Source: an optimization exercise on an open RTL-to-GDS flow (aim: small area, a short achievable clock period and few clock cycles). Production flows keep margins and buffers that such runs may drop. Function was checked by simulation only, so behaviour that the tests miss may differ from the original. Power and IR drop assume default switching activity.

[flow/design.v]
`timescale 1ns/1ps
module ALU (
    input  [7:0] A,
    input  [7:0] Bx,
    input  [3:0] instruction,
    input        item,
    output [7:0] F
);
    wire [3:0] op = instruction;
    wire [2:0] k  = Bx[2:0];                    
    wire is_as  = item & ~op[3] & ~op[2] & ~op[1];            
    wire is_shf = item & ~op[3] & ~op[2] & op[1];             
    wire is_rot = item & ~op[3] & op[2] & ~op[1];             
    wire left   = op[0];
    wire is_and = item & ~op[3] & op[2] & op[1] & ~op[0];    
    wire is_or  = item & ~op[3] & op[2] & op[1] & op[0];     
    wire is_not = item & op[3] & ~op[2] & ~op[1] & ~op[0];   
    wire is_xor = item & op[3] & ~op[2] & ~op[1] & op[0];    
    wire [7:0] sum = A + Bx;
    wire [7:0] p   = A ^ Bx;
    wire [7:0] g   = A & Bx;
    wire a0 = k[0];
    wire a1 = k[1] ^ (left & k[0]);
    wire a2 = k[2] ^ (left & (k[1] | k[0]));
    wire [7:0] s1 = a0 ? {A[0],    A[7:1]}  : A;
    wire [7:0] s2 = a1 ? {s1[1:0], s1[7:2]} : s1;
    wire [7:0] s4 = a2 ? {s2[3:0], s2[7:4]} : s2;
    wire shf_ok = is_shf & ~|Bx[7:3];
    wire rot_ok = is_rot & ~|Bx[7:4] & ~(Bx[3] & |k);
    wire [7:0] keep;
    genvar i;
    generate for (i = 0; i < 8; i = i + 1) begin : kp
        assign keep[i] = rot_ok | (shf_ok & (left ? (k <= i) : (k <= 7 - i)));
    end endgenerate
    assign F = ({8{is_as}} & sum) | (keep & s4) |
               ({8{is_xor | is_or}} & p) | ({8{is_and | is_or}} & g) | ({8{is_not}} & ~A);
endmodule
`timescale 1ns/1ps
module top (
    input clk,
    input rst_n,
    input start,
    input valid,
    input [7:0] data_A,
    input [7:0] data_B,
    input [3:0] instruction,
    input [7:0] count,
    output reg [7:0] third_largest,
    output reg finish
);
    reg [7:0] a_q, b_q;
    reg [3:0] op_q;
    reg       item_q;      
    reg [7:0] r;           
    reg [7:0] remaining;   
    reg [7:0] largest, second_largest;
    reg       start_q;
    reg       last1, last2;
    wire [7:0] alu_result;
    ALU alu_inst (
        .A(a_q),
        .Bx(b_q),
        .instruction(op_q),
        .item(item_q),
        .F(alu_result)
    );
    wire [7:0] b_neg = {|data_B[6:0], |data_B[5:0], |data_B[4:0], |data_B[3:0],
                        |data_B[2:0], |data_B[1:0], data_B[0], 1'b0};
    wire [7:0] low_zero = {~|remaining[6:0], ~|remaining[5:0], ~|remaining[4:0],
                           ~|remaining[3:0], ~|remaining[2:0], ~|remaining[1:0],
                           ~remaining[0], 1'b1};
    always @(posedge clk) begin
        a_q     <= data_A;
        b_q     <= data_B ^ ({8{instruction == 4'b0001}} & b_neg);    
        op_q    <= instruction;
        r       <= alu_result;
        start_q <= start;
        if (start)
            remaining <= count;
        else if (valid)
            remaining <= remaining ^ low_zero;
    end
    always @(posedge clk or negedge rst_n) begin
        if (!rst_n)
            item_q <= 1'b0;
        else
            item_q <= valid;
    end
    always @(posedge clk or negedge rst_n) begin
        if (!rst_n) begin
            last1  <= 1'b0;
            last2  <= 1'b0;
            finish <= 1'b0;
        end else begin
            last1  <= (valid && remaining == 8'd1) || (start && count == 8'd0);
            last2  <= last1;
            finish <= last2;
        end
    end
    function [1:0] cmp8;
        input [7:0] a, b;
        reg [7:0] g, l;
        reg [3:0] g1, l1;
        reg [1:0] g2, l2;
        integer i;
        begin
            g = a & ~b;
            l = ~a & b;
            for (i = 0; i < 4; i = i + 1) begin
                g1[i] = g[2*i+1] | (~l[2*i+1] & g[2*i]);
                l1[i] = l[2*i+1] | (~g[2*i+1] & l[2*i]);
            end
            for (i = 0; i < 2; i = i + 1) begin
                g2[i] = g1[2*i+1] | (~l1[2*i+1] & g1[2*i]);
                l2[i] = l1[2*i+1] | (~g1[2*i+1] & l1[2*i]);
            end
            cmp8 = {g2[1] | (~l2[1] & g2[0]), l2[1] | (~g2[1] & l2[0])};
        end
    endfunction
    wire gt1, lt1, gt2, lt2, gt3, lt3;
    assign {gt1, lt1} = cmp8(r, largest);
    assign {gt2, lt2} = cmp8(r, second_largest);
    assign {gt3, lt3} = cmp8(r, third_largest);
    wire eq1 = ~gt1 & ~lt1;
    wire eq2 = ~gt2 & ~lt2;
    wire upd1 = gt1;
    wire upd2 = gt2 & ~eq1;
    wire upd3 = gt3 & ~eq2 & ~eq1;
    wire [7:0] new2 = gt1 ? largest : r;
    wire [7:0] new3 = gt2 ? second_largest : r;
    always @(posedge clk) begin
        largest        <= ({8{upd1}} & r)    | ({8{~upd1}} & largest        & {8{~start_q}});
        second_largest <= ({8{upd2}} & new2) | ({8{~upd2}} & second_largest & {8{~start_q}});
        third_largest  <= ({8{upd3}} & new3) | ({8{~upd3}} & third_largest  & {8{~start_q}});
    end
endmodule
[flow/flow/run.sh]
#!/bin/bash
# Standard layout, with plain buffers (buf_2) on the ports instead of the
# delay buffers buffer_ports picks by default.
set -o pipefail
export BUFFER_PORTS_ARGS="-buffer_cell sky130_fd_sc_hd__buf_2"
bash standard.sh > standard.log 2>&1
[flow/constraint.sdc]
create_clock -name core_clock -period 6.0 [get_ports {clk}]
set_input_delay 1.2000 -clock core_clock [delete_from_list [all_inputs] [get_ports {clk}]]
set_output_delay 1.2000 -clock core_clock [all_outputs]
set_load 0.01 [all_outputs]
[flow/config.mk]
export PLATFORM = sky130hd
export DESIGN_NAME = top
export DESIGN_NICKNAME = top
export VERILOG_FILES = /design/flow/design.v
export SDC_FILE = /design/flow/constraint.sdc
export NUM_CORES = 4
export LEC_CHECK = 0
export ABC_CLOCK_PERIOD_IN_PS = 1000
export CAP_MARGIN = 20
export CORE_MARGIN = 2
export CORE_UTILIZATION = 40
export SETUP_SLACK_MARGIN = 3.8
export SLEW_MARGIN = 20
[flow/standard.sh]
#!/bin/bash
# synth_recipe.tcl (not shown) runs the flow's synth.tcl, then flattens the netlist and writes it again
# the make line also repeats each setting of config.mk as NAME=value (left out here)
make -C /OpenROAD-flow-scripts/flow DESIGN_CONFIG=/design/flow/config.mk WORK_HOME=/design/flow/orfs CLKGATE_MAP_FILE= SYNTH_SCRIPT=/design/flow/synth_recipe.tcl "${@:-finish}"
==> results of run 1 <==
[logic make-up (layout without fill, tap and decap cells)]
kind of cell               Yosys count  in the layout  share of synthesized area, %
AOI/OAI and AO/OA                  101            101                          16.1
xor gates and xnor gates            22             22                          4.90
adders and majority gates           31             31                          9.16
buffers and inverters               41             97                          4.32
DFF                                 65             65                          35.6
muxes                               48             48                          12.2
and+or+nand+nor                    125            125                          17.7
[power by group through the flow]
stage / registers [mW] / logic [mW] / clock network (mW)
global route: 0.537 / 0.507 / 0.443
finish: 0.531 / 0.468 / 0.405
detailed placement: 0.542 / 0.374 / 0
floorplan: 0.521 / 0.315 / 0
global placement: 0.540 / 0.366 / 0
CTS: 0.529 / 0.440 / 0.416
[stage by stage]
| step | utilization, % | total power, mW | worst slack [ns] | std cells | hold slack [ns] |
|---|---|---|---|---|---|
| 6_report | 49.2 | 1.40 | 3.77 | 622 | 0.354 |
| 5_1_grt | 49.2 | 1.49 | 3.72 | 622 | 0.367 |
| 4_1_cts | 48.3 | 1.39 | 3.77 | 618 | 0.362 |
| 3_5_place_dp | 44.0 | 0.916 | 3.18 | 587 | 0.339 |
| 3_3_place_gp | 44.0 | 0.906 | 3.30 | 587 | 0.332 |
| 2_1_floorplan | - | 0.836 | 3.81 | 433 | 0.331 |
[registers in the layout, summed over array words and instances (netlist names), 4 cells and up]
signal          count
a_q                 8
b_q                 8
largest             8
r                   8
remaining           8
second_largest      8
third_largest       8
op_q                4
[final cells by class]
type | instances | area share (%)
Clock buffer | 10 | 2.69
Clock inverter | 6 | 1.74
Inverter | 21 | 1.66
Multi-Input combinational cell | 327 | 52.4
Sequential cell | 65 | 30.1
Tap cell | 133 | 3.51
Timing Repair Buffer | 60 | 7.89
[worst max-delay path by stage]
stage                                         start                        end  slack [ns]  cells past startpoint
after global placement               b_q[0]$_DFF_P_               r[7]$_DFF_P_        3.30                      7
after floorplan                        r[0]$_DFF_P_  second_largest[4]$_DFF_P_        3.81                      8
after CTS                              r[4]$_DFF_P_  second_largest[4]$_DFF_P_        3.77                      8
after global routing                   r[4]$_DFF_P_  second_largest[5]$_DFF_P_        3.72                      8
final                     second_largest[4]$_DFF_P_  second_largest[4]$_DFF_P_        3.77                      9
after detailed placement             b_q[0]$_DFF_P_               r[7]$_DFF_P_        3.18                      7
[per-layer routing]
metal  up-vias  share of wire [%]  wire length (um)  global-route usage, %
met5         -                  0                 0                      0
met4         0                1.5               144                   6.88
met3        13                4.2               401                   3.70
met2       101                 51              4920                   32.4
met1      1615                 43              4110                   22.9
li1       1661                  -                 -                      -
[cells in the final DEF (no fill, tap or decap), drive strengths merged, types with 3 or more instances in the layout]
| cell type | instances |
|---|---|
| xnor2 | 18 |
| o31ai | 3 |
| a21o | 8 |
| nand3b | 9 |
| ha | 12 |
| nand2b | 30 |
| dfrtp | 4 |
| nor2b | 5 |
| o221ai | 4 |
| buf | 60 |
| nor4 | 3 |
| maj3 | 18 |
| nand2 | 31 |
| or3 | 3 |
| mux2i | 47 |
| o2111ai | 4 |
| clkinv | 4 |
| o21ai | 44 |
| a22oi | 6 |
| xor2 | 4 |
| dfxtp | 53 |
| a211oi | 4 |
| edfxtp | 8 |
| a31oi | 3 |
| clkbuf | 10 |
| nor2 | 18 |
| inv | 21 |
| nor3 | 9 |
| a21oi | 14 |
| nand4 | 4 |
[worst reg2reg max path, stage by stage (launching register included)]
cell and delay (ns):
dfxtp_2 0.34, buf_4 0.12, nand2b_4 0.05, maj3_2 0.31, maj3_2 0.31, maj3_2 0.30, a31o_4 0.28, nor2b_4 0.15
buf_12 0.15, mux2i_1 0.11
[what timing repair did]
action                                  4_1_cts  5_1_grt
hold endpoints to repair                      0        0
endpoints found under the setup margin       28       21
hold buffers                                  0        0
resized for setup                            21       18
pin swaps                                    10        4
buffers inserted                             15        4
==> flow_summary_export.csv, run 1 <==
group,metric,value,unit
synthesis,syn_area,0.00394,sq mm
sta,setup_viol,0,
sta,worst_slew_pin_slew,1.00,ns
synthesis,synth_edf_count,8,
flow_run,cap_violations,0,
power,seqPwrFrac,37.8,%
sta,fmax,448,MHz
power,p_int,0.954,mW
clocking,cts.sinks,65,
sta,setup_tns,0,ns
sta,final.setup_skew,0.00672,ns
synthesis,yosysTopAreaCell,"dfxtp_1",
finish,multi_input_area,0.00248,sq mm
synthesis,synthFlopType,"dfxtp_1",
finish,drive_gt1_share,23.9,%
clocking,clock_latency,0.34,ns
critical_path,path_delay_family,"adder cells",
floorplan,die_area,0.0106,sq mm
sta,slew_headroom,32.9,%
synthesis,syn_area_per_cell,9.09,sq um
global_routing,grt_pass1_vias,3236,
critical_path,crit_path_max_incr_delay,0.34,ns
critical_path,critPathLaunchType,"register",
clocking,numCtsBuffers,9,
critical_path,arrival,2.45,ns
critical_path,crit_path_cell_trace,"buf_4 -> nand2b_4 -> maj3_2 -> maj3_2 -> maj3_2 -> a31o_4 -> nor2b_4 -> buf_12 -> mux2i_1",
placed_design,dpl.hpwl,6820,um
synthesis,netlist_top_cells_count,"dfxtp_1 (53), mux2i_1 (47), o21ai_0 (44)",
sta,finalMaxSlewViolations,0,
routing,drtAntennaViolNets,0,
floorplan,start_util,40.8,%
critical_path,crit_top_cell,"maj3_2",
global_routing,track_usage,18.7,%
critical_path,r2r-start,"second_largest[4]$_DFF_P_",
routing,wl,9570,um
routing,wl_per_cell,15.4,um
critical_path,crit_fanout,7,
synthesis,yosys-top-cells-area,"dfxtp_1 (27%), mux2i_1 (12%), edfxtp_1 (6.1%)",
clocking,clkSlewWorstSetupHoldPaths,0.07,ns
placed_design,gp_congestion,0.899,
routing,first_iter_violations,85,
sta,finalCritPeriodShare,37.2,%
global_routing,grt_pass1_wl,15400,um
min_path,min_to,"last2$_DFF_PN0_",
floorplan,fp.dieH,103,um
power,p_clk_share,28.9,%
routing,drc,0,
critical_path,rr_endpoint,"second_largest[4]$_DFF_P_",
clocking,ctsRootBufferMaster,"clkbuf_8",
finish,seqCellArea,0.00143,sq mm
synthesis,syn-instance-count,433,
global_routing,grt_start_max_net_pins,25,
finish,fill_cells,939,
sta,fin_crit,2.23,ns
sta,rsz0062_at_grt,"yes",
critical_path,critPathKind,"reg2reg",
global_routing,grt_overflow,0,
synthesis,async_reset_ff_share,6.15,%
power,switching_power,0.450,mW
min_path,hold_path.class,"reg2reg",
synthesis,syn-num-nets,478,
critical_path,cp_num_buf_inv,2,
synthesis,ys_seq_area_share,35.6,%
global_routing,antenna_found_initial,0,
critical_path,cpMaxStageDelayCell,"dfxtp_2",
finish,fin_area,0.00474,sq mm
synthesis,yosysMostFrequentCell,"dfxtp_1",
routing,vias_per_cell,5.45,
floorplan,rows,36,
floorplan,io-pin-count,41,
finish,layout.nets,529,
placed_design,port_buffers,40,
power,p_leak,1.91,nW
power,power.density,296,mW/mm^2
sta,finalHoldViolations,0,
finish,areaGrowthSynthToFinish,20.5,%
routing,firstDrtPassIters,5,
clocking,cts_tree,"done",
power,switching_share,32.0,%
floorplan,die_w,103,um
synthesis,ys_ff_latch,65,
clocking,htreeDepth,3,
placed_design,placed_area,0.00424,sq mm
power,comb_power_share,33.3,%
finish,antenna_cells,0,
min_path,hold_depth,0,
floorplan,core-area,0.00964,sq mm
min_path,min_from,"last1$_DFF_PN0_",
synthesis,synth.distinct_cells,54,
critical_path,required,6.22,ns
clocking,clock_path_buffers,2,
critical_path,ff2ff_setup_slack,3.77,ns
routing,num_vias,3390,
synthesis,ys_warn_count,1,
power,vdd_drop_max,158,uV
critical_path,ff2ff_path_depth,9,
critical_path,cp-end-kind,"register",
status,status,"complete, no violations",
synthesis,synth.top_cell.area_share,27.0,%
Testbench counts, summed over its fixed seeds: cycles 3,621.
==> run 2: changes to the inputs <==
--- a/flow/config.mk
+++ b/flow/config.mk
@@ -6,5 +6,5 @@
 export NUM_CORES = 4
 export LEC_CHECK = 0
-export ABC_CLOCK_PERIOD_IN_PS = 1000
+export ABC_CLOCK_PERIOD_IN_PS = 2200
 export CAP_MARGIN = 20
 export CORE_MARGIN = 2
==> run 2 against run 1 <==
Still clean on timing, DRC and antenna. First-iteration DRC count stayed put. Sequential share of layout area did not move. Critical path depth did not move. Clock skew unchanged. Die area unchanged. Via count unchanged. Wire length did not move. Clock-buffer cell count unchanged. Synthesized area is the same. Final cell count is the same. Core utilization unchanged. Critical endpoint unchanged. Largest cell class unchanged. Largest power group unchanged. Highest routed layer unchanged.
==> flow_summary_export.csv, run 2 <==
group,metric,value,unit
synthesis,syn-instance-count,433,
critical_path,critPathLaunchType,"register",
finish,finish.utilization,49.2,%
power,p_leak,1.91,nW
min_path,min_from,"last1$_DFF_PN0_",
critical_path,required,6.22,ns
clocking,clock_latency,0.34,ns
clocking,clkSlewWorstSetupHoldPaths,0.07,ns
floorplan,start_util,40.8,%
sta,holdWs,0.354,ns
synthesis,ys_ff_latch,65,
synthesis,syn_area_per_cell,9.09,sq um
flow_run,cap_violations,0,
routing,vias_per_cell,5.45,
critical_path,cp-end-kind,"register",
placed_design,port_buffers,40,
placed_design,dpl.hpwl,6820,um
sta,finalHoldViolations,0,
synthesis,synth.distinct_cells,54,
sta,rsz0062_at_grt,"yes",
status,status,"complete, no violations",
finish,drive_gt1_share,23.9,%
finish,final_common_cell,"mux2i_1",
clocking,numCtsBuffers,9,
routing,firstDrtPassIters,5,
clocking,clock_path_buffers,2,
finish,areaGrowthSynthToFinish,20.5,%
sta,setup_viol,0,
floorplan,fp.dieH,103,um
synthesis,yosys-top-cells-area,"dfxtp_1 (27%), mux2i_1 (12%), edfxtp_1 (6.1%)",
critical_path,cpMaxStageDelayCell,"dfxtp_2",
synthesis,netlist_top_cells_count,"dfxtp_1 (53), mux2i_1 (47), o21ai_0 (44)",
synthesis,syn-num-nets,478,
global_routing,grt_pass1_vias,3236,
synthesis,synth_edf_count,8,
power,power.density,296,mW/mm^2
sta,finalMaxSlewViolations,0,
sta,finalCritPeriodShare,37.2,%
synthesis,syn_area,0.00394,sq mm
clocking,htreeDepth,3,
critical_path,critPathKind,"reg2reg",
sta,fmax,448,MHz
synthesis,yosysTopAreaCell,"dfxtp_1",
floorplan,io-pin-count,41,
global_routing,grt_start_max_net_pins,25,
routing,num_vias,3390,
sta,slew_headroom,32.9,%
finish,layout_common_cells,"mux2i_1 (47), dfxtp_1 (43), o21ai_0 (40), buf_2 (40), nand2_1 (31)",
floorplan,die_w,103,um
sta,setup_tns,0,ns
synthesis,ys_warn_count,1,
routing,drc,0,
finish,layout.nets,529,
critical_path,crit_top_cell,"maj3_2",
power,vdd_drop_max,158,uV
global_routing,grt_overflow,0,
sta,fin_crit,2.23,ns
global_routing,grt_pass1_wl,15400,um
clocking,cts_tree,"done",
min_path,hold_path.class,"reg2reg",
synthesis,ys_seq_area_share,35.6,%
critical_path,cp_num_buf_inv,2,
global_routing,antenna_found_initial,0,
routing,first_iter_violations,85,
placed_design,gp_congestion,0.899,
routing,wl,9570,um
critical_path,crit_path_max_incr_delay,0.34,ns
critical_path,crit_fanout,7,
floorplan,die_area,0.0106,sq mm
routing,wl_per_cell,15.4,um
critical_path,r2r-start,"second_largest[4]$_DFF_P_",
sta,final.setup_skew,0.00672,ns
clocking,ctsRootBufferMaster,"clkbuf_8",
critical_path,critPathLaunch,"second_largest[4]$_DFF_P_",
synthesis,yosysMostFrequentCell,"dfxtp_1",
synthesis,async_reset_ff_share,6.15,%
global_routing,track_usage,18.7,%
synthesis,synthFlopType,"dfxtp_1",
critical_path,crit_path_cell_trace,"buf_4 -> nand2b_4 -> maj3_2 -> maj3_2 -> maj3_2 -> a31o_4 -> nor2b_4 -> buf_12 -> mux2i_1",
finish,antenna_cells,0,
sta,worst_slew_pin_slew,1.00,ns
sta,worst_slack,3.77,ns
clocking,cts.sinks,65,
placed_design,pre_cts_ws,3.18,ns
critical_path,arrival,2.45,ns
floorplan,rows,36,
clocking,cts_hold_buf,0,
synthesis,synth.top_cell.area_share,27.0,%
routing,drtAntennaViolNets,0,
floorplan,core-area,0.00964,sq mm
critical_path,path_delay_family,"adder cells",
## run 2: final timing paths
kind | end | slack (ns) | cells after the start
worst min register to register | last2$_DFF_PN0_ | 0.35 | 0
min in group asynchronous | last1$_DFF_PN0_ | 0.65 | 1
worst max register to register | second_largest[4]$_DFF_P_ | 3.77 | 9
max in group asynchronous | item_q$_DFF_PN0_ | 5.22 | 1
worst min-delay path | last2$_DFF_PN0_ | 0.35 | 0
worst max-delay path | second_largest[4]$_DFF_P_ | 3.77 | 9
## run 2: routing by layer
metal  GRT usage, %  vias up  part of all wire, %
met3           3.70       13                  4.2
met5              0        -                    0
met1           22.9     1615                   43
met2           32.4      101                   51
met4           6.88        0                  1.5
li1               -     1661                    -
## run 2: cell type report
cell class	instances	area, sq um
inverters	21	78.8
fillers	939	4900
clock buffers	10	128
clock inverters	6	82.6
well taps	133	166
flip-flops and latches	65	1430
repair buffers	60	374
multi-input cells	327	2480
## run 2: timing repair
action / CTS / global route
pin swaps: 10 / 4
buffers inserted: 15 / 4
endpoints found under the setup margin: 28 / 21
resized for setup: 21 / 18
## run 2: logic make-up (layout without fill, tap and decap cells)
group | Yosys count | after routing | share of synthesized area [%]
xor+xnor | 22 | 22 | 4.90
simple gates | 125 | 125 | 17.7
mux | 48 | 48 | 12.2
fa+ha+maj | 31 | 31 | 9.16
flops | 65 | 65 | 35.6
buf+inv | 41 | 97 | 4.32
compound gates | 101 | 101 | 16.1
## run 2: stage by stage
step                      instance area, sq um  power [mW]  instances
after floorplan                           3960       0.836        433
after global placement                    4240       0.906        587
after detailed placement                  4240       0.916        587
after CTS                                 4650        1.39        618
after global routing                      4740        1.49        622
final                                     4740        1.40        622
## run 2: power by group
| group | internal (mW) | switching [mW] | leakage (nW) |
|---|---|---|---|
| Sequential | 0.482 | 0.0491 | 0.578 |
| Combinational | 0.240 | 0.227 | 1.23 |
| Clock | 0.232 | 0.173 | 0.108 |
| Total | 0.954 | 0.450 | 1.91 |
==> run 3: changes to the inputs <==
--- a/flow/design.v
+++ b/flow/design.v
@@ -55,5 +55,4 @@
     reg [7:0] remaining;   
     reg [7:0] largest, second_largest;
-    reg       start_q;
     reg       last1, last2;
     wire [7:0] alu_result;
@@ -75,5 +74,4 @@
         op_q    <= instruction;
         r       <= alu_result;
-        start_q <= start;
         if (start)
             remaining <= count;
@@ -124,13 +122,13 @@
     wire eq1 = ~gt1 & ~lt1;
     wire eq2 = ~gt2 & ~lt2;
-    wire upd1 = gt1;
-    wire upd2 = gt2 & ~eq1;
-    wire upd3 = gt3 & ~eq2 & ~eq1;
+    wire upd1 = gt1 | start;
+    wire upd2 = (gt2 & ~eq1) | start;
+    wire upd3 = (gt3 & ~eq2 & ~eq1) | start;
     wire [7:0] new2 = gt1 ? largest : r;
     wire [7:0] new3 = gt2 ? second_largest : r;
     always @(posedge clk) begin
-        largest        <= ({8{upd1}} & r)    | ({8{~upd1}} & largest        & {8{~start_q}});
-        second_largest <= ({8{upd2}} & new2) | ({8{~upd2}} & second_largest & {8{~start_q}});
-        third_largest  <= ({8{upd3}} & new3) | ({8{~upd3}} & third_largest  & {8{~start_q}});
+        if (upd1) largest        <= r;
+        if (upd2) second_largest <= new2;
+        if (upd3) third_largest  <= new3;
     end
 endmodule
==> run 3 against run 2 <==
Still clean. Final cell count down 13%. Register-to-register slack worse by 0.05 ns. Via count down 13%. Largest power group unchanged. Highest routed layer unchanged.
==> flow_summary_export.csv, run 3 <==
group,metric,value,unit
status,status,"complete, no violations",
synthesis,syn_area_per_cell,9.90,sq um
synthesis,syn-instance-count,379,
global_routing,antenna_found_initial,0,
global_routing,track_usage,17.3,%
synthesis,yosys-top-cells-area,"edfxtp_1 (26%), dfxtp_1 (15%), mux2i_1 (5.9%)",
sta,slew_headroom,54.5,%
routing,num_vias,2963,
floorplan,die_w,101,um
synthesis,async_reset_ff_share,6.25,%
power,p_leak,1.75,nW
floorplan,start_util,41.0,%
placed_design,dpl.hpwl,6230,um
sta,setup_viol,0,
global_routing,grt_start_max_net_pins,20,
routing,vias_per_cell,5.48,
routing,firstDrtPassIters,4,
clocking,clock_path_buffers,2,
critical_path,required,6.10,ns
clocking,cts.sinks,64,
routing,wl_per_cell,15.5,um
floorplan,die_area,0.0102,sq mm
synthesis,synth.top_cell.area_share,25.6,%
flow_run,cap_violations,0,
placed_design,gp_congestion,0.864,
finish,layout.nets,470,
critical_path,critPathLaunchType,"register",
synthesis,syn-num-nets,424,
critical_path,ff2ff_path_depth,6,
clocking,cts_hold_buf,0,
synthesis,synthFlopType,"edfxtp_1",
critical_path,crit_fanout,5,
finish,multi_input_area,0.00211,sq mm
routing,routed.top_layer,"met4",
floorplan,core-area,0.00915,sq mm
critical_path,cpMaxStageDelayCell,"edfxtp_1",
finish,layout_common_cells,"buf_2 (40), o21ai_0 (32), edfxtp_1 (32), inv_1 (24), nand2_1 (24)",
routing,first_iter_violations,131,
critical_path,critPathKind,"reg2reg",
sta,worst_slack,3.72,ns
routing,dr_wl_met3,416,um
clocking,ctsRootBufferMaster,"clkbuf_8",
synthesis,ys_seq_area_share,43.2,%
synthesis,yosysTopAreaCell,"edfxtp_1",
sta,fmax,438,MHz
finish,seqCellArea,0.00164,sq mm
power,total_power,1.16,mW
finish,antenna_cells,0,
sta,finalHoldViolations,0,
finish,fill_cells,870,
synthesis,syn_area,0.00375,sq mm
clocking,numCtsBuffers,9,
power,power.density,263,mW/mm^2
clocking,clkSlewWorstSetupHoldPaths,0.07,ns
finish,areaGrowthSynthToFinish,17.5,%
sta,finalCritPeriodShare,38.0,%
sta,holdWs,0.350,ns
synthesis,synth.distinct_cells,62,
sta,finalMaxSlewViolations,0,
finish,final_common_cell,"buf_2",
routing,drc,0,
clocking,cts_tree,"done",
critical_path,crit_path_max_incr_delay,0.35,ns
critical_path,arrival,2.38,ns
finish,finish.utilization,48.2,%
min_path,hold_depth,0,
floorplan,rows,35,
synthesis,ys_warn_count,1,
synthesis,synth_edf_count,32,
floorplan,fp.dieH,101,um
synthesis,ys_ff_latch,64,
routing,wl,8380,um
global_routing,grt_overflow,0,
power,vdd_drop_max,111,uV
routing,route.met2.wl,4140,um
routing,drtAntennaViolNets,0,
critical_path,cp-end-kind,"register",
critical_path,crit_path_cell_trace,"and2b_1 -> maj3_2 -> maj3_2 -> maj3_2 -> a21o_4 -> mux2_4",
clocking,clock_latency,0.35,ns
routing,met1Wirelength,3660,um
global_routing,grt_pass1_wl,13500,um
global_routing,grt_pass1_vias,2910,
placed_design,port_buffers,40,
finish,drive_gt1_share,24.2,%
clocking,htreeDepth,3,
sta,fin_crit,2.28,ns
placed_design,pre_cts_ws,3.49,ns
synthesis,netlist_top_cells_count,"edfxtp_1 (32), o21ai_0 (32), dfxtp_1 (28)",
critical_path,crit_top_cell,"maj3_2",
sta,rsz0062_at_grt,"yes",
sta,worst_slew_pin_slew,0.676,ns
sta,setup_tns,0,ns
min_path,hold_path.class,"reg2reg",
floorplan,io-pin-count,41,
sta,final.setup_skew,0.0122,ns
-- run 3: changes by cell type after synthesis, moves of 5 or more --
| cell | change |
|---|---|
| dfxtp_1 | -25 |
| edfxtp_1 | +24 |
| maj3_2 | -5 |
| a21o_1 | -5 |
| o21ai_0 | -12 |
| nand2b_1 | -23 |
| and3_1 | +5 |
| nand3b_1 | -8 |
| nand2_1 | -7 |
| mux2i_1 | -25 |
-- run 3: where the power goes --
group          internal [mW]  switching (mW)
clock network          0.149           0.161
logic                  0.140           0.144
registers              0.519          0.0453
-- run 3: cell families after synthesis --
logic type | count (synthesis) | synth area share, %
buf+inv | 39 | 4.10
compound gates | 97 | 16.4
xor+xnor | 22 | 5.53
simple gates | 101 | 14.2
mux | 29 | 8.17
fa+ha+maj | 27 | 8.37
flops | 64 | 43.2
-- run 3: through the flow --
| stage | instance area [sq um] | instances |
|---|---|---|
| floorplan | 3800 | 379 |
| global placement | 4090 | 517 |
| CTS | 4340 | 539 |
| global route | 4410 | 541 |
| finish | 4410 | 541 |
| detailed placement | 4090 | 517 |
-- run 3: layout make-up --
cell class	instances	area share, %
clock inverters	2	0.227
clock buffers	14	3.23
flip-flops and latches	64	37.1
repair buffers	49	6.35
multi-input cells	276	47.8
well taps	111	3.15
inverters	25	2.13
-- run 3: what timing repair did --
item                       CTS  global route
setup endpoints to repair   37            45
resized for setup           13            12
pin swaps                    8             5
setup buffers                6             2
cloned                       0             0
-- run 3: worst max-delay path: cells and delay by family, from the launching register on --
kind	cells	cell delay (ns)
simple gates	1	0.20
flops	1	0.35
compound gates	1	0.24
fa+ha+maj	3	0.94
mux	1	0.29
-- run 3: final timing paths --
path / startpoint / endpoint / slack (ns)
worst max-delay path: second_largest[0]$_DFFE_PP_ / third_largest[0]$_DFFE_PP_ / 3.72
worst min-delay path: last2$_DFF_PN0_ / finish$_DFF_PN0_ / 0.35
worst max register to register: second_largest[0]$_DFFE_PP_ / third_largest[0]$_DFFE_PP_ / 3.72
worst min register to register: last2$_DFF_PN0_ / finish$_DFF_PN0_ / 0.35
max in group asynchronous: rst_n / item_q$_DFF_PN0_ / 5.24
min in group asynchronous: rst_n / last1$_DFF_PN0_ / 0.63
-- run 3: metal layers --
| layer | global-route usage [%] | up-vias |
|---|---|---|
| met3 | 4.16 | 16 |
| met2 | 29.9 | 80 |
| met1 | 21.1 | 1383 |
| li1 | - | 1484 |
| met4 | 6.01 | 0 |
| met5 | 0 | - |
Testbench counts of run 3, summed over its fixed seeds: cycles 3,621.
==> run 4: changes to the inputs <==
==> flow/flow/run.sh (replaced) <==
#!/bin/bash
# Standard layout, with plain buffers (buf_2) on the ports instead of the
# delay buffers buffer_ports picks by default.
set -o pipefail
export BUFFER_PORTS_ARGS="-buffer_cell sky130_fd_sc_hd__buf_1"
bash standard.sh > standard.log 2>&1
==> run 4 against run 3 <==
Still clean. Sequential share of layout area up 0.19 points. Critical path depth is the same. Clock skew down 0.0014 ns. Hold slack better by 0.0091 ns. Critical path type unchanged. Critical endpoint unchanged. Highest routed layer unchanged.
==> flow_summary_export.csv, run 4 <==
group,metric,value,unit
sta,fmax,443,MHz
synthesis,yosys-top-cells-area,"edfxtp_1 (26%), dfxtp_1 (15%), mux2i_1 (5.9%)",
synthesis,yosysTopAreaCell,"edfxtp_1",
placed_design,dpl.hpwl,6160,um
synthesis,synth_edf_count,32,
flow_run,cap_violations,0,
clocking,htreeDepth,3,
clocking,clock_latency,0.34,ns
min_path,hold_path.class,"reg2reg",
floorplan,fp.dieH,101,um
global_routing,grt_pass1_vias,2886,
global_routing,grt_start_max_net_pins,20,
synthesis,ys_warn_count,1,
placed_design,pre_cts_ws,3.55,ns
routing,firstDrtPassIters,4,
clocking,cts_tree,"done",
sta,final.setup_skew,0.0108,ns
clocking,numCtsBuffers,9,
finish,final_common_cell,"buf_1",
sta,worst_slew_pin_slew,0.771,ns
synthesis,synthAdderAreaFrac,8.37,%
critical_path,required,6.09,ns
critical_path,crit_path_max_incr_delay,0.38,ns
synthesis,synth_compound_area_share,16.4,%
sta,setup_viol,0,
floorplan,die_area,0.0102,sq mm
power,vdd_drop_max,137,uV
finish,layout_common_cells,"buf_1 (40), o21ai_0 (32), edfxtp_1 (32), inv_1 (24), nand2_1 (24)",
synthesis,synth_top_family_by_area,"compound AO/OA/AOI/OAI gates",
global_routing,grt_overflow,0,
floorplan,die_w,101,um
power,total_power,1.17,mW
synthesis,syn_area_per_cell,9.90,sq um
floorplan,core-area,0.00915,sq mm
routing,wl,8070,um
sta,setup_tns,0,ns
placed_design,gp_congestion,0.839,
floorplan,start_util,41.0,%
routing,wl_per_cell,14.9,um
sta,rsz0062_at_grt,"yes",
critical_path,crit_path_cell_trace,"and2b_1 -> maj3_2 -> maj3_2 -> maj3_2 -> a21o_4 -> mux2_4",
critical_path,crit_fanout,7,
clocking,ctsRootBufferMaster,"clkbuf_8",
synthesis,async_reset_ff_share,6.25,%
floorplan,rows,35,
synthesis,syn_area,0.00375,sq mm
routing,num_vias,2960,
synthesis,yosys.area_share.simple,14.2,%
clocking,cts.sinks,64,
synthesis,synth-xor-area-share,5.53,%
sta,worst_slack,3.74,ns
finish,drive_gt1_share,15.3,%
floorplan,io-pin-count,41,
status,status,"complete, no violations",
power,p_leak,1.65,nW
critical_path,cpMaxStageDelayCell,"dfxtp_4",
synthesis,ys_seq_area_share,43.2,%
sta,fin_crit,2.26,ns
sta,finalHoldViolations,0,
sta,finalCritPeriodShare,37.6,%
finish,layout.nets,470,
finish,antenna_cells,0,
synthesis,muxShareOfSynthArea,8.17,%
synthesis,syn-num-nets,424,
synthesis,netlist_top_cells_count,"edfxtp_1 (32), o21ai_0 (32), dfxtp_1 (28)",
global_routing,grt_pass1_wl,13200,um
routing,vias_per_cell,5.47,
routing,drc,0,
synthesis,synthFlopType,"edfxtp_1",
synthesis,ys_ff_latch,64,
synthesis,syn-instance-count,379,
power,power.density,267,mW/mm^2
finish,areaGrowthSynthToFinish,16.9,%
sta,finalMaxSlewViolations,0,
global_routing,antenna_found_initial,0,
routing,drtAntennaViolNets,0,
critical_path,critPathLaunchType,"register",
critical_path,cp-end-kind,"register",
critical_path,critPathKind,"reg2reg",
synthesis,synth.top_cell.area_share,25.6,%
placed_design,port_buffers,40,
synthesis,synth.distinct_cells,62,
critical_path,crit_top_cell,"maj3_2",
global_routing,track_usage,16.6,%
clocking,clkSlewWorstSetupHoldPaths,0.07,ns
critical_path,arrival,2.35,ns
sta,slew_headroom,48.6,%
routing,first_iter_violations,137,
clocking,clock_path_buffers,2,
sta,holdWs,0.360,ns
[run 4: logic make-up after synthesis]
group                      Yosys count
AOI/OAI and AO/OA                   97
xor gates and xnor gates            22
and+or+nand+nor                    101
adders and majority gates           27
buffers and inverters               39
DFF                                 64
muxes                               29
[run 4: stage by stage]
| step | area (sq um) | std cells | util, % |
|---|---|---|---|
| 2_1_floorplan | 3800 | 379 | - |
| 3_5_place_dp | 4030 | 516 | 44.0 |
| 3_3_place_gp | 4030 | 516 | 44.0 |
| 4_1_cts | 4330 | 538 | 47.3 |
| 6_report | 4390 | 541 | 47.9 |
| 5_1_grt | 4390 | 541 | 47.9 |
[run 4: layer usage]
layer  global-route usage (%)  routed length (um)
met3                     4.16                 258
met4                     5.06                 103
met2                     29.6                4130
met1                     19.6                3570
met5                        0                   0
[run 4: timing repair]
item,4_1_cts,5_1_grt
gates cloned,0,0
endpoints found under the setup margin,38,40
endpoints found under the hold margin,0,0
buffers inserted,6,3
resized for setup,19,7
pin swaps,8,4
hold buffers,0,0
[run 4: final timing paths]
| check | startpoint | to | slack [ns] | depth (start not counted) |
|---|---|---|---|---|
| worst max-delay path | r[0]$_DFF_P_ | third_largest[0]$_DFFE_PP_ | 3.74 | 6 |
| worst min-delay path | last1$_DFF_PN0_ | last2$_DFF_PN0_ | 0.36 | 0 |
| worst max register to register | r[0]$_DFF_P_ | third_largest[0]$_DFFE_PP_ | 3.74 | 6 |
| worst min register to register | last1$_DFF_PN0_ | last2$_DFF_PN0_ | 0.36 | 0 |
| max in group asynchronous | rst_n | item_q$_DFF_PN0_ | 5.15 | 1 |
| min in group asynchronous | rst_n | last2$_DFF_PN0_ | 0.67 | 1 |
[run 4: cell type report]
cell class                      instances  area [sq um]
Timing Repair Buffer                   49           238
Multi-Input combinational cell        276          2100
Fill cell                             873          4760
Sequential cell                        64          1640
Inverter                               25          93.8
Clock inverter                          3          17.5
Clock buffer                           13           159
Tap cell                              111           139
[run 4: worst max-delay path: cells and delay by family, from the launching register on]
| family | cells | cell delay (ns) |
|---|---|---|
| adders and majority gates | 3 | 0.92 |
| DFF | 1 | 0.38 |
| muxes | 1 | 0.29 |
| AOI/OAI and AO/OA | 1 | 0.24 |
| and+or+nand+nor | 1 | 0.18 |
[run 4: power by group]
group / switching (mW) / internal, mW / leakage, nW / total (mW)
registers: 0.0455 / 0.519 / 0.624 / 0.565
clock network: 0.163 / 0.171 / 0.0894 / 0.334
logic: 0.140 / 0.134 / 0.932 / 0.274
==> run 5: changes to the inputs <==
==> flow/flow/run.sh (replaced) <==
#!/bin/bash
# Standard layout, except:
#  - plain buffers (buf_1) on the ports instead of the delay buffers
#    buffer_ports picks by default;
#  - synthesis maps the logic with a delay-driven ABC script
#    (flow/abc_delay.script) instead of ORFS's abc_speed script. Everything
#    else in synthesis is the standard flow's own (flow/synth.tcl is synth_recipe.tcl with
#    an abc wrapper that swaps in the script), so the registers are the same.
set -o pipefail
FLOW_DIR=$(cd "$(dirname "$0")" && pwd)
export BUFFER_PORTS_ARGS="-buffer_cell sky130_fd_sc_hd__buf_1"
export MY_ABC_SCRIPT=$FLOW_DIR/abc_delay.script
bash standard.sh SYNTH_SCRIPT=$FLOW_DIR/synth.tcl finish > standard.log 2>&1
==> flow/flow/abc_delay.script (new file) <==
strash
dch
map -D 1000
buffer -p
upsize -D 1000
dnsize -D 1000
stime -p
==> flow/flow/synth.tcl (new file) <==
proc synth {args} { yosys synth -nofsm -noshare {*}$args }

proc abc {args} {
  set i [lsearch -exact $args -script]
  if {$i >= 0 && [info exists ::env(MY_ABC_SCRIPT)]} { lset args [expr {$i + 1}] $::env(MY_ABC_SCRIPT) }
  yosys abc {*}$args
}
source $::env(SCRIPTS_DIR)/synth.tcl
# left out here: clear keep_hierarchy, flatten, clean up, hide names made inside functions, write 1_2_yosys.v
--- a/flow/config.mk
+++ b/flow/config.mk
@@ -6,8 +6,7 @@
 export NUM_CORES = 4
 export LEC_CHECK = 0
-export ABC_CLOCK_PERIOD_IN_PS = 2200
 export CAP_MARGIN = 20
 export CORE_MARGIN = 2
 export CORE_UTILIZATION = 40
-export SETUP_SLACK_MARGIN = 3.8
+export SETUP_SLACK_MARGIN = 4.0
 export SLEW_MARGIN = 20
==> run 5 against run 4 <==
Still clean. Via count grew 7.9%. Hold slack worse by 0.0022 ns. Combinational power is 7% higher. Total power up 6.6%. Final cell count rose by 13%. Critical path type is now reg2out. Highest routed layer unchanged.
==> flow_summary_export.csv, run 5 <==
group,metric,value,unit
floorplan,start_util,41.3,%
clocking,cts_hold_buf,0,
finish,fill_cells,845,
sta,finalCritPeriodShare,34.6,%
finish,finish.utilization,49.5,%
critical_path,arrival,0.88,ns
critical_path,r2r-start,"b_q[2]$_DFF_P_",
sta,worst_slew_pin_slew,0.536,ns
global_routing,antenna_found_initial,0,
routing,first_iter_violations,126,
routing,wl,8180,um
global_routing,grt_overflow,0,
floorplan,die_w,98.9,um
floorplan,io-pin-count,41,
clocking,clock_path_buffers,2,
synthesis,syn-instance-count,436,
synthesis,ys_warn_count,1,
finish,areaGrowthSynthToFinish,19.9,%
global_routing,grt_start_max_net_pins,20,
placed_design,port_buffers,40,
flow_run,cap_violations,0,
clocking,htreeDepth,3,
synthesis,synth.top_cell.area_share,26.7,%
finish,final_common_cell,"nand2_1",
global_routing,track_usage,17.5,%
critical_path,required,4.80,ns
floorplan,core-area,0.00872,sq mm
placed_design,pre_cts_ws,3.47,ns
sta,worst_slack,3.92,ns
clocking,cts.sinks,64,
critical_path,critPathKind,"reg2out",
placed_design,placed_area,0.00387,sq mm
critical_path,critPathLaunchType,"register",
synthesis,yosysMostFrequentCell,"nand2_1",
floorplan,rows,34,
routing,wl_per_cell,13.4,um
synthesis,synthFlopType,"edfxtp_1",
finish,layout_common_cells,"nand2_1 (98), inv_1 (40), o21ai_0 (33), buf_1 (32), edfxtp_1 (32)",
placed_design,gp_congestion,0.873,
critical_path,setup.worst_path.end,"third_largest[1]",
synthesis,ys_seq_area_share,45.0,%
routing,num_vias,3195,
routing,drtAntennaViolNets,0,
critical_path,rr_endpoint,"r[7]$_DFF_P_",
synthesis,syn_area,0.00360,sq mm
synthesis,async_reset_ff_share,6.25,%
min_path,hold_path.class,"reg2reg",
clocking,clkSlewWorstSetupHoldPaths,0.07,ns
power,p_leak,1.81,nW
critical_path,cp.depth,1,
clocking,ctsRootBufferMaster,"clkbuf_8",
sta,finalHoldViolations,0,
critical_path,crit_fanout,3,
routing,drc,0,
clocking,numCtsBuffers,9,
placed_design,dpl.hpwl,6260,um
power,power.density,290,mW/mm^2
sta,finalMaxSlewViolations,0,
synthesis,ys_ff_latch,64,
critical_path,cp_num_buf_inv,1,
clocking,cts_tree,"done",
synthesis,synth.distinct_cells,47,
power,vdd_drop_max,126,uV
sta,setup_tns,0,ns
critical_path,crit_path_max_incr_delay,0.40,ns
finish,antenna_cells,0,
routing,firstDrtPassIters,4,
global_routing,grt_pass1_wl,13900,um
sta,setup_viol,0,
critical_path,critPathLaunch,"third_largest[1]$_DFFE_PP_",
global_routing,grt_pass1_vias,3147,
critical_path,ff2ff_path_depth,9,
sta,rsz0062_at_grt,"yes",
synthesis,yosysTopAreaCell,"edfxtp_1",
routing,vias_per_cell,5.23,
synthesis,syn_area_per_cell,8.26,sq um
floorplan,die_area,0.00978,sq mm
status,status,"complete, no violations",
placed_design,placedCellCount,578,
critical_path,ff2ff_setup_slack,3.99,ns
critical_path,cp-end-kind,"primary output",
finish,drive_gt1_share,15.7,%
sta,slew_headroom,64.1,%
finish,layout.nets,543,
clocking,clock_latency,0.34,ns
critical_path,crit_path_cell_trace,"clkbuf_2",
synthesis,yosys-top-cells-area,"edfxtp_1 (27%), dfxtp_1 (16%), nand2_1 (10%)",
synthesis,netlist_top_cells_count,"nand2_1 (100), inv_1 (42), o21ai_0 (36)",
critical_path,cpMaxStageDelayCell,"edfxtp_1",
power,total_power,1.25,mW
synthesis,syn-num-nets,481,
finish,instances_no_fill,611,
floorplan,fp.dieH,98.9,um
finish,fin_area,0.00432,sq mm
sta,holdWs,0.357,ns
sta,fin_crit,2.08,ns
sta,fmax,481,MHz
synthesis,synth_edf_count,32,
sta,final.setup_skew,0.0107,ns
critical_path,path_delay_family,"flip-flops",
run 5: cell types whose count changed after synthesis, moves of 18 or more:
| cell | change |
|---|---|
| inv_1 | +18 |
| nand2_1 | +76 |
| mux2i_1 | -18 |
| o21ai_1 | +19 |
run 5: worst min path at each step:
stage	startpoint	to	slack [ns]	depth (start not counted)
after floorplan	last2$_DFF_PN0_	finish$_DFF_PN0_	0.33	0
after global placement	last2$_DFF_PN0_	finish$_DFF_PN0_	0.35	0
after detailed placement	last1$_DFF_PN0_	last2$_DFF_PN0_	0.35	0
after CTS	last2$_DFF_PN0_	finish$_DFF_PN0_	0.36	0
after global routing	last2$_DFF_PN0_	finish$_DFF_PN0_	0.38	0
final	last2$_DFF_PN0_	finish$_DFF_PN0_	0.36	0
run 5: cell families after synthesis:
| group | count (synthesis) | share of synthesized area (%) |
|---|---|---|
| simple gates | 169 | 19.9 |
| xor+xnor | 11 | 2.88 |
| buf+inv | 54 | 6.35 |
| mux | 4 | 1.11 |
| fa+ha+maj | 13 | 4.72 |
| compound gates | 121 | 20.1 |
| flops | 64 | 45.0 |
run 5: worst reg2reg max path, stage by stage (launching register included):
cell and delay [ns]:
dfxtp_1 0.42, ha_1 0.32, inv_1 0.09, o21ai_0 0.07
a31oi_1 0.29, nor3_2 0.09, a221oi_2 0.30, a21oi_1 0.10
o21ai_0 0.09, o2111ai_1 0.12
run 5: final cells by class:
cell class                      instances  area, sq um  share of cell area (%)
Sequential cell                        64         1630                    37.7
Timing Repair Buffer                   57          315                    7.30
Clock inverter                          5         52.6                    1.22
Tap cell                              108          135                    3.13
Clock buffer                           11          163                    3.76
Multi-Input combinational cell        318         1840                    42.7
Inverter                               48          183                    4.23
run 5: metal layers:
metal	track usage, %	vias to the layer above	wire, um
met1	20.2	1478	3480
met5	0	-	0
met4	6.64	0	157
met2	31.8	56	4260
li1	-	1650	-
met3	3.69	11	278
run 5: timing repair:
action,CTS,global route
pin swaps,1,6
setup buffers,8,9
gates resized for setup,9,27
endpoints found under the setup margin,42,37
run 5: report_power, final:
| part | internal, mW | switching [mW] |
|---|---|---|
| registers | 0.527 | 0.0407 |
| logic | 0.119 | 0.173 |
| clock network | 0.226 | 0.166 |
| total | 0.872 | 0.379 |
==> run 6: changes to the inputs <==
--- a/flow/config.mk
+++ b/flow/config.mk
@@ -9,4 +9,4 @@
 export CORE_MARGIN = 2
 export CORE_UTILIZATION = 40
-export SETUP_SLACK_MARGIN = 4.0
+export SETUP_SLACK_MARGIN = 3.6
 export SLEW_MARGIN = 20
==> run 6 against run 5 <==
Still clean. Critical path depth increased by 4. Global-route usage shrank 0.85 points. Non-clock buffer count fell by 17. First-iteration DRC count shrank 1.6%. Final cell count shrank 2.8%. Clock-buffer cell count fell by 2. Sequential power grew 0.7%. Clock skew about the same. Critical path type is now in2reg. Critical endpoint is now b_q[7]$_DFF_P_. Largest cell class unchanged. Largest power group unchanged.
==> flow_summary_export.csv, run 6 <==
group,metric,value,unit
placed_design,placedCellCount,578,
global_routing,grt_pass1_wl,13100,um
critical_path,critPathLaunchType,"primary input",
global_routing,grt_pass1_vias,2961,
critical_path,cp.depth,5,
clocking,numCtsBuffers,9,
finish,finish.utilization,46.4,%
critical_path,required,6.26,ns
sta,slew_headroom,53.4,%
critical_path,ff2ff_path_depth,10,
synthesis,syn_area,0.00360,sq mm
finish,layout_common_cells,"nand2_1 (100), inv_1 (42), buf_1 (39), o21ai_0 (36), edfxtp_1 (32)",
finish,fin_area,0.00404,sq mm
synthesis,synthFlopType,"edfxtp_1",
finish,layout.nets,526,
critical_path,setup.worst_path.end,"b_q[7]$_DFF_P_",
finish,fill_cells,875,
global_routing,grt_start_max_net_pins,20,
sta,finalCritPeriodShare,37.1,%
synthesis,syn-instance-count,436,
clocking,htreeDepth,3,
floorplan,die_w,98.9,um
placed_design,dpl.hpwl,6130,um
routing,wl_per_cell,13.1,um
critical_path,path_delay_family,"simple AND/OR/NAND/NOR gates",
finish,final_common_cell,"nand2_1",
clocking,cts.sinks,64,
synthesis,synth_edf_count,32,
global_routing,grt_overflow,0,
floorplan,die_area,0.00978,sq mm
sta,finalMaxSlewViolations,0,
synthesis,netlist_top_cells_count,"nand2_1 (100), inv_1 (42), o21ai_0 (36)",
routing,vias_per_cell,5.25,
min_path,hold_path.class,"reg2reg",
power,p_leak,1.66,nW
critical_path,cp_num_buf_inv,1,
synthesis,yosys-top-cells-area,"edfxtp_1 (27%), dfxtp_1 (16%), nand2_1 (10%)",
synthesis,syn-num-nets,481,
sta,setup_viol,0,
placed_design,port_buffers,40,
critical_path,arrival,2.49,ns
critical_path,ff2ff_setup_slack,3.79,ns
clocking,cts_setup_buffers,0,
sta,worst_slew_pin_slew,0.693,ns
routing,firstDrtPassIters,4,
critical_path,rr_endpoint,"third_largest[2]$_DFFE_PP_",
floorplan,core-area,0.00872,sq mm
synthesis,ys_seq_area_share,45.0,%
synthesis,yosysMostFrequentCell,"nand2_1",
global_routing,antenna_found_initial,0,
sta,rsz0062_at_grt,"no",
routing,drtAntennaViolNets,0,
synthesis,ys_warn_count,1,
power,switching_share,30.9,%
power,total_power,1.16,mW
power,p_clk_share,29.8,%
clocking,cts_tree,"done",
finish,antenna_cells,0,
placed_design,pre_cts_ws,3.41,ns
sta,fmax,449,MHz
power,seqPwrFrac,49.1,%
power,vdd_drop_max,238,uV
critical_path,crit_path_max_incr_delay,0.63,ns
critical_path,r2r-start,"r[7]$_DFF_P_",
floorplan,io-pin-count,41,
synthesis,ys_ff_latch,64,
power,switching_power,0.359,mW
critical_path,cp-end-kind,"register",
floorplan,start_util,41.3,%
finish,instances_no_fill,594,
routing,first_iter_violations,124,
synthesis,synth.distinct_cells,47,
min_path,min_from,"last2$_DFF_PN0_",
floorplan,rows,34,
power,p_int,0.803,mW
sta,worst_slack,3.77,ns
placed_design,gp_congestion,0.893,
flow_run,cap_violations,0,
critical_path,critPathLaunch,"instruction[1]",
finish,drive_gt1_share,7.61,%
routing,wl,7780,um
power,comb_power_share,21.1,%
critical_path,crit_top_cell,"o21ai_0",
sta,setup_tns,0,ns
synthesis,synth.top_cell.area_share,26.7,%
routing,num_vias,3117,
critical_path,cpMaxStageDelayCell,"nor4_1",
floorplan,fp.dieH,98.9,um
finish,areaGrowthSynthToFinish,12.2,%
synthesis,async_reset_ff_share,6.25,%
sta,holdWs,0.356,ns
power,power.density,287,mW/mm^2
sta,finalHoldViolations,0,
sta,final.setup_skew,0.0111,ns
clocking,clock_latency,0.33,ns
synthesis,syn_area_per_cell,8.26,sq um
status,status,"complete, no violations",
critical_path,critPathKind,"in2reg",
sta,fin_crit,2.23,ns
placed_design,placed_area,0.00384,sq mm
clocking,ctsRootBufferMaster,"clkbuf_8",
clocking,cts_hold_buf,0,
clocking,clkSlewWorstSetupHoldPaths,0.06,ns
clocking,clock_path_buffers,2,
routing,drc,0,
critical_path,crit_fanout,5,
synthesis,yosysTopAreaCell,"edfxtp_1",
global_routing,track_usage,16.7,%
clocking,post_cts_resized,0,
critical_path,crit_path_cell_trace,"buf_1 -> nor4_1 -> o21ai_0 -> o21ai_0 -> xor2_1",
==> run 6: changes by cell type in the layout (fill, tap and decap cells not counted), sizes merged <==
| cell | delta |
|---|---|
| clkinv | +1 |
| buf | -12 |
| clkbuf | -7 |
| clkinvlp | +1 |
==> run 6: worst min-delay path by stage <==
| stage | endpoint | depth (start not counted) | slack [ns] |
|---|---|---|---|
| detailed placement | last2$_DFF_PN0_ | 0 | 0.34 |
| global placement | last2$_DFF_PN0_ | 0 | 0.34 |
| CTS | finish$_DFF_PN0_ | 0 | 0.36 |
| floorplan | finish$_DFF_PN0_ | 0 | 0.33 |
| finish | finish$_DFF_PN0_ | 0 | 0.36 |
| global route | finish$_DFF_PN0_ | 0 | 0.36 |
==> run 6: power by group through the flow <==
stage | logic [mW] | registers, mW | clock network (mW)
after floorplan | 0.186 | 0.573 | 0
after global placement | 0.233 | 0.578 | 0
after CTS | 0.243 | 0.571 | 0.358
after detailed placement | 0.242 | 0.581 | 0
final | 0.245 | 0.571 | 0.346
after global routing | 0.281 | 0.579 | 0.377
==> run 6: final cells by class <==
type | instances | area (sq um) | area share [%]
multi-input combinational | 318 | 1770 | 43.7
sequential | 64 | 1620 | 40.1
inverter | 48 | 180 | 4.46
timing repair buffer | 40 | 151 | 3.74
tap | 108 | 135 | 3.34
clock buffer | 9 | 124 | 3.06
clock inverter | 7 | 62.6 | 1.55
==> run 6: worst register-to-register path, stage by stage, from the launching register on <==
cell and delay [ns]:
dfxtp_1 0.42, inv_2 0.09, nor2_1 0.13, o21ai_1 0.10, nand3_1 0.10, nand2_1 0.10, o21ai_4 0.38, inv_2 0.07
nand4_1 0.12, nand3_1 0.09, nand2_1 0.28
==> run 6: cell families (layout without fill, tap and decap cells) <==
| kind of cell | after synthesis | count (layout) | synth area share (%) |
|---|---|---|---|
| DFF | 64 | 64 | 45.0 |
| and+or+nand+nor | 169 | 169 | 19.9 |
| adders and majority gates | 13 | 13 | 4.72 |
| buffers and inverters | 54 | 104 | 6.35 |
| muxes | 4 | 4 | 1.11 |
| xor gates and xnor gates | 11 | 11 | 2.88 |
| AOI/OAI and AO/OA | 121 | 121 | 20.1 |
==> run 6: metal layers <==
metal	vias to the layer above	wire length [um]	global-route usage, %
met1	1395	3280	19.0
li1	1618	-	-
met5	-	0	0
met2	83	3860	29.2
met4	0	261	7.38
met3	21	384	4.61
==> run 7: changes to the inputs <==
--- a/flow/config.mk
+++ b/flow/config.mk
@@ -9,4 +9,4 @@
 export CORE_MARGIN = 2
 export CORE_UTILIZATION = 40
-export SETUP_SLACK_MARGIN = 3.6
+export SETUP_SLACK_MARGIN = 3.7
 export SLEW_MARGIN = 20
==> run 7 against run 6 <==
Still clean on timing, DRC and antenna. Core utilization rose by 0.36 points. Register-to-register slack improved by 0.09 ns. Wire length grew 2.0%. Hold slack about the same. Fmax grew 4.8%. Clock skew about the same. Global-route usage stayed put. Clock-buffer cell count unchanged. Flip-flop and latch count stayed put. Via count increased by 0.64%. Total power is 0.67% higher. Largest cell class unchanged.
==> flow_summary_export.csv, run 7 <==
group,metric,value,unit
synthesis,syn_area,0.00360,sq mm
sta,rsz0062_at_grt,"no",
critical_path,critPathKind,"reg2out",
finish,final_common_cell,"nand2_1",
synthesis,synth_top_family_by_area,"compound AO/OA/AOI/OAI gates",
power,power.density,287,mW/mm^2
finish,fill_cells,872,
sta,finalHoldViolations,0,
floorplan,rows,34,
routing,num_vias,3137,
power,switching_share,31.0,%
sta,final.setup_skew,0.0114,ns
sta,fmax,470,MHz
power,total_power,1.17,mW
finish,drive_gt1_share,8.61,%
critical_path,crit_path_max_incr_delay,0.44,ns
synthesis,synthFlopType,"edfxtp_1",
synthesis,synth-xor-area-share,2.88,%
synthesis,async_reset_ff_share,6.25,%
synthesis,yosysTopAreaCell,"edfxtp_1",
synthesis,yosys.area_share.simple,19.9,%
synthesis,synth_edf_count,32,
finish,multi_input_area,0.00178,sq mm
synthesis,syn-num-nets,481,
global_routing,grt_pass1_vias,2962,
floorplan,io-pin-count,41,
synthesis,muxShareOfSynthArea,1.11,%
finish,layout.nets,528,
finish,antenna_cells,0,
floorplan,core-area,0.00872,sq mm
global_routing,grt_overflow,0,
placed_design,gp_congestion,0.893,
clocking,clkSlewWorstSetupHoldPaths,0.07,ns
synthesis,synthAdderAreaFrac,4.72,%
routing,vias_per_cell,5.26,
routing,firstDrtPassIters,4,
synthesis,ys_ff_latch,64,
synthesis,netlist_top_cells_count,"nand2_1 (100), inv_1 (42), o21ai_0 (36)",
global_routing,antenna_found_initial,0,
status,status,"complete, no violations",
finish,seqCellArea,0.00162,sq mm
sta,setup_tns,0,ns
floorplan,fp.dieH,98.9,um
floorplan,die_area,0.00978,sq mm
floorplan,die_w,98.9,um
sta,fin_crit,2.13,ns
placed_design,dpl.hpwl,6130,um
routing,wl_per_cell,13.3,um
critical_path,cpMaxStageDelayCell,"edfxtp_1",
clocking,cts.sinks,64,
sta,worst_slew_pin_slew,0.492,ns
critical_path,critPathLaunchType,"register",
clocking,ctsRootBufferMaster,"clkbuf_8",
synthesis,synth.top_cell.area_share,26.7,%
synthesis,ys_seq_area_share,45.0,%
routing,drtAntennaViolNets,0,
clocking,htreeDepth,3,
critical_path,cp_num_buf_inv,1,
synthesis,syn-instance-count,436,
global_routing,grt_start_max_net_pins,20,
finish,areaGrowthSynthToFinish,13.1,%
synthesis,synth.distinct_cells,47,
global_routing,track_usage,16.7,%
routing,drc,0,
routing,route.met2.wl,4050,um
routing,wl,7940,um
placed_design,port_buffers,40,
power,comb_power_share,21.6,%
clocking,clock_latency,0.34,ns
routing,first_iter_violations,109,
synthesis,ys_warn_count,1,
synthesis,synth_compound_area_share,20.1,%
global_routing,grt_pass1_wl,13100,um
routing,dr_wl_met3,359,um
clocking,clock_path_buffers,2,
power,switching_power,0.362,mW
power,p_leak,1.67,nW
power,p_int,0.807,mW
routing,routed.top_layer,"met4",
clocking,numCtsBuffers,9,
power,p_clk_share,29.6,%
min_path,hold_path.class,"reg2reg",
sta,slew_headroom,67.1,%
power,seqPwrFrac,48.8,%
power,vdd_drop_max,239,uV
sta,finalCritPeriodShare,35.4,%
sta,setup_viol,0,
clocking,cts_hold_buf,0,
floorplan,start_util,41.3,%
critical_path,arrival,0.93,ns
critical_path,required,4.80,ns
critical_path,cp-end-kind,"primary output",
synthesis,syn_area_per_cell,8.26,sq um
critical_path,crit_path_cell_trace,"buf_1",
synthesis,yosysMostFrequentCell,"nand2_1",
flow_run,cap_violations,0,
synthesis,yosys-top-cells-area,"edfxtp_1 (27%), dfxtp_1 (16%), nand2_1 (10%)",
critical_path,path_delay_family,"flip-flops",
sta,finalMaxSlewViolations,0,
finish,layout_common_cells,"nand2_1 (100), inv_1 (42), buf_1 (39), o21ai_0 (36), edfxtp_1 (32)",
clocking,cts_tree,"done",
routing,met1Wirelength,3320,um
critical_path,crit_fanout,4,
==> run 7: cell types whose count changed in the layout (fill, tap and decap cells not counted), sizes merged <==
cell / delta
buf: +2
==> run 7: cells by family (layout without fill, tap and decap cells) <==
family | after synthesis | count (layout)
xor gates and xnor gates | 11 | 11
muxes | 4 | 4
DFF | 64 | 64
and+or+nand+nor | 169 | 169
buffers and inverters | 54 | 106
adders and majority gates | 13 | 13
AOI/OAI and AO/OA | 121 | 121
==> run 7: final timing paths <==
check / start / endpoint / slack [ns] / depth (start not counted)
hold reg to reg: last2$_DFF_PN0_ / finish$_DFF_PN0_ / 0.36 / 0
hold / removal: last2$_DFF_PN0_ / finish$_DFF_PN0_ / 0.36 / 0
min in group asynchronous: rst_n / item_q$_DFF_PN0_ / 0.68 / 1
max in group asynchronous: rst_n / last2$_DFF_PN0_ / 5.15 / 1
setup reg to reg: r[1]$_DFF_P_ / second_largest[0]$_DFFE_PP_ / 3.88 / 9
setup / recovery: third_largest[3]$_DFFE_PP_ / third_largest[3] / 3.87 / 1
==> run 7: routing by layer <==
layer	vias to the layer above	global-route usage [%]
met5	-	0
met4	0	7.38
li1	1619	-
met2	80	29.2
met1	1418	19.0
met3	20	4.61
==> run 7: worst reg2reg max path, delay by kind of cell, from the launching register on <==
family | cells | cell delay, ns
and+or+nand+nor | 6 | 1.02
DFF | 1 | 0.41
AOI/OAI and AO/OA | 2 | 0.27
buffers and inverters | 1 | 0.09
==> run 7: final cells by class <==
cell class / count / area share, %
clock buffers: 9 / 3.04
well taps: 108 / 3.32
inverters: 48 / 4.42
multi-input cells: 318 / 43.8
clock inverters: 7 / 1.54
repair buffers: 42 / 4.08
flip-flops and latches: 64 / 39.8
==> run 7: power by group through the flow <==
stage          registers, mW  logic [mW]  clock network [mW]
2_1_floorplan          0.573       0.186                   0
3_3_place_gp           0.578       0.233                   0
4_1_cts                0.571       0.246               0.358
5_1_grt                0.579       0.288               0.377
6_report               0.571       0.252               0.346
3_5_place_dp           0.581       0.242                   0
==> run 7: repair_timing <==
item                                    in CTS  in global routing
resized for setup                            2                  5
pin swaps                                    0                  1
setup buffers                                0                  2
endpoints found under the setup margin      18                 25
hold endpoints to repair                     0                  0
==> run 7: stage by stage <==
| stage | util (%) | hold WS (ns) | cell area (sq um) | std cells | setup slack, ns |
|---|---|---|---|---|---|
| floorplan | - | 0.331 | 3600 | 436 | 3.75 |
| global placement | 44.0 | 0.336 | 3840 | 578 | 3.39 |
| detailed placement | 44.0 | 0.336 | 3840 | 578 | 3.41 |
| CTS | 46.3 | 0.359 | 4040 | 594 | 3.77 |
| global route | 46.7 | 0.361 | 4080 | 596 | 3.72 |
| finish | 46.7 | 0.355 | 4080 | 596 | 3.87 |
==> run 8: changes to the inputs <==
--- a/flow/config.mk
+++ b/flow/config.mk
@@ -9,4 +9,4 @@
 export CORE_MARGIN = 2
 export CORE_UTILIZATION = 40
-export SETUP_SLACK_MARGIN = 3.7
+export SETUP_SLACK_MARGIN = 3.9
 export SLEW_MARGIN = 20
==> run 8 against run 7 <==
Critical path type unchanged. Worst setup slack better by 0.019 ns. Fmax is 0.88% higher. Highest routed layer unchanged. Hold slack worse by 0.0027 ns. Synthesized area stayed put. Critical path depth stayed put. Still clean. Core utilization is 2.0 points higher. Non-clock buffer count is 8 higher. First-iteration DRC count is 20% higher.
==> flow_summary_export.csv, run 8 <==
group,metric,value,unit
critical_path,critPathKind,"reg2out",
critical_path,crit_path_max_incr_delay,0.43,ns
sta,worst_slew_pin_slew,0.526,ns
clocking,clock_path_buffers,2,
synthesis,synth_compound_area_share,20.1,%
clocking,clock_latency,0.34,ns
global_routing,grt_use_met2,29.3,%
clocking,cts_hold_buf,0,
power,p_clk_share,34.8,%
power,switching_share,29.3,%
power,p_int,0.910,mW
global_routing,gr-usage-met3,2.70,%
sta,fin_crit,2.11,ns
sta,finalHoldViolations,0,
finish,instances_no_fill,604,
floorplan,die_area,0.00978,sq mm
power,seqPwrFrac,44.0,%
sta,setup_tns,0,ns
finish,areaGrowthSynthToFinish,17.9,%
critical_path,required,4.80,ns
sta,holdWs,0.353,ns
critical_path,path_delay_family,"flip-flops",
sta,setup_viol,0,
critical_path,crit_path_cell_trace,"clkbuf_2",
floorplan,fp.dieH,98.9,um
floorplan,io-pin-count,41,
synthesis,muxShareOfSynthArea,1.11,%
placed_design,dpl.hpwl,5990,um
synthesis,yosysMostFrequentCell,"nand2_1",
synthesis,netlist_top_cells_count,"nand2_1 (100), inv_1 (42), o21ai_0 (36)",
sta,finalCritPeriodShare,35.1,%
floorplan,start_util,41.3,%
power,vdd_drop_max,162,uV
placed_design,gp_congestion,0.901,
finish,seqCellArea,0.00162,sq mm
synthesis,syn-instance-count,436,
global_routing,antenna_found_initial,0,
power,switching_power,0.377,mW
synthesis,ys_warn_count,1,
synthesis,yosys-top-cells-area,"edfxtp_1 (27%), dfxtp_1 (16%), nand2_1 (10%)",
routing,drc,0,
finish,multi_input_area,0.00182,sq mm
critical_path,cpMaxStageDelayCell,"edfxtp_1",
synthesis,ys_seq_area_share,45.0,%
power,p_leak,1.75,nW
global_routing,grt_most_used_layer,"met2",
critical_path,arrival,0.91,ns
sta,slew_headroom,64.8,%
placed_design,port_buffers,40,
routing,wl,7830,um
synthesis,synth.top_cell.area_share,26.7,%
floorplan,die_w,98.9,um
sta,final.setup_skew,0.00912,ns
clocking,cts.sinks,64,
status,status,"complete, no violations",
synthesis,synthFlopType,"edfxtp_1",
finish,layout.nets,536,
global_routing,track_usage,16.9,%
clocking,numCtsBuffers,9,
synthesis,synth_top_family_by_area,"compound AO/OA/AOI/OAI gates",
routing,vias_per_cell,5.21,
synthesis,synth.distinct_cells,47,
synthesis,synth-xor-area-share,2.88,%
power,comb_power_share,21.2,%
finish,layout_common_cells,"nand2_1 (97), inv_1 (42), buf_1 (37), o21ai_0 (35), edfxtp_1 (32)",
sta,fmax,475,MHz
floorplan,rows,34,
clocking,ctsRootBufferMaster,"clkbuf_8",
critical_path,critPathLaunchType,"register",
clocking,htreeDepth,3,
synthesis,syn-num-nets,481,
[run 8: cell counts after synthesis]
No cell type changed its count.
[run 8: cell type report]
class                      count  share of cell area (%)
sequential                    64                    38.2
inverter                      48                    4.24
multi-input combinational    318                    42.9
clock inverter                 7                    2.80
timing repair buffer          50                    5.68
tap                          108                    3.18
clock buffer                   9                    2.92
[run 8: metrics by stage]
stage          utilization, %  cell area [sq um]  setup slack (ns)
4_1_cts                  47.7               4160              3.87
3_3_place_gp             44.3               3860              3.54
3_5_place_dp             44.3               3860              3.48
6_report                 48.7               4250              3.89
5_1_grt                  48.7               4250              3.85
2_1_floorplan               -               3630              3.90
[run 8: cell families (layout without fill, tap and decap cells)]
| group | Yosys count | in the layout |
|---|---|---|
| buffers and inverters | 54 | 114 |
| and+or+nand+nor | 169 | 169 |
| DFF | 64 | 64 |
| AOI/OAI and AO/OA | 121 | 121 |
| adders and majority gates | 13 | 13 |
| muxes | 4 | 4 |
| xor gates and xnor gates | 11 | 11 |
[run 8: final timing paths]
kind / from / to / slack, ns / cells past startpoint
max: third_largest[3]$_DFFE_PP_ / third_largest[3] / 3.89 / 1
min: last2$_DFF_PN0_ / finish$_DFF_PN0_ / 0.35 / 0
max reg2reg: b_q[0]$_DFF_P_ / r[6]$_DFF_P_ / 4.07 / 8
min reg2reg: last2$_DFF_PN0_ / finish$_DFF_PN0_ / 0.35 / 0
max in group asynchronous: rst_n / finish$_DFF_PN0_ / 5.12 / 1
min in group asynchronous: rst_n / last1$_DFF_PN0_ / 0.68 / 1
[run 8: repair_timing]
item                       in CTS  in global routing
gates cloned                    0                  0
gates resized for setup         4                 10
buffers inserted                5                  5
pin swaps                       1                  1
setup endpoints to repair      38                 24
[run 8: metal layers]
metal,up-vias,share of wire [%]
met4,0,2.3
met5,-,0
met1,1433,45
met3,14,3.7
li1,1635,-
met2,66,49
[run 8: power groups by stage]
| stage | Sequential [mW] | Combinational (mW) | Clock [mW] |
|---|---|---|---|
| 4_1_cts | 0.567 | 0.259 | 0.460 |
| 5_1_grt | 0.574 | 0.312 | 0.476 |
| 2_1_floorplan | 0.573 | 0.187 | 0 |
| 3_5_place_dp | 0.579 | 0.241 | 0 |
| 3_3_place_gp | 0.576 | 0.236 | 0 |
| 6_report | 0.567 | 0.273 | 0.448 |
[run 8: worst reg2reg max path: stages (launching register included)]
cell	delay [ns]
dfxtp_2	0.42
ha_1	0.27
fa_1	0.44
nand3_1	0.12
nand2_1	0.06
nand2_1	0.09
a22oi_1	0.08
o21ai_0	0.18
o2111ai_1	0.15

[afterwards: timing with drivers on the ports]
The flow's constraints put no driver on any port. The routed layouts listed below were extracted and timed again, unchanged, in two steps. Step 1, drivers: a clkbuf_16 drives clk and a buf_2 each remaining input, both assumed. Step 2 times the ports against the registers' clock, not the clock port: input delays grow and output delays shrink by t, the midpoint of the rising clock arrivals with the driver on. Three values: no drivers, after step 1, after step 2; two values: the first two.
| run | t (ns) | setup WS [ns] |
|---|---|---|
| run 1 | 0.366 | 3.767 / 3.767 / 3.622 |
| run 2 | 0.366 | 3.767 / 3.767 / 3.622 |
| run 3 | 0.374 | 3.719 / 3.719 / 3.616 |
| run 4 | 0.364 | 3.742 / 3.742 / 3.546 |
| run 5 | 0.369 | 3.921 / 3.890 / 3.689 |
| run 6 | 0.359 | 3.772 / 3.781 / 3.422 |
| run 7 | 0.360 | 3.874 / 3.844 / 3.525 |
| run 8 | 0.363 | 3.893 / 3.862 / 3.664 |
After both steps setup and hold are still met in every run listed.
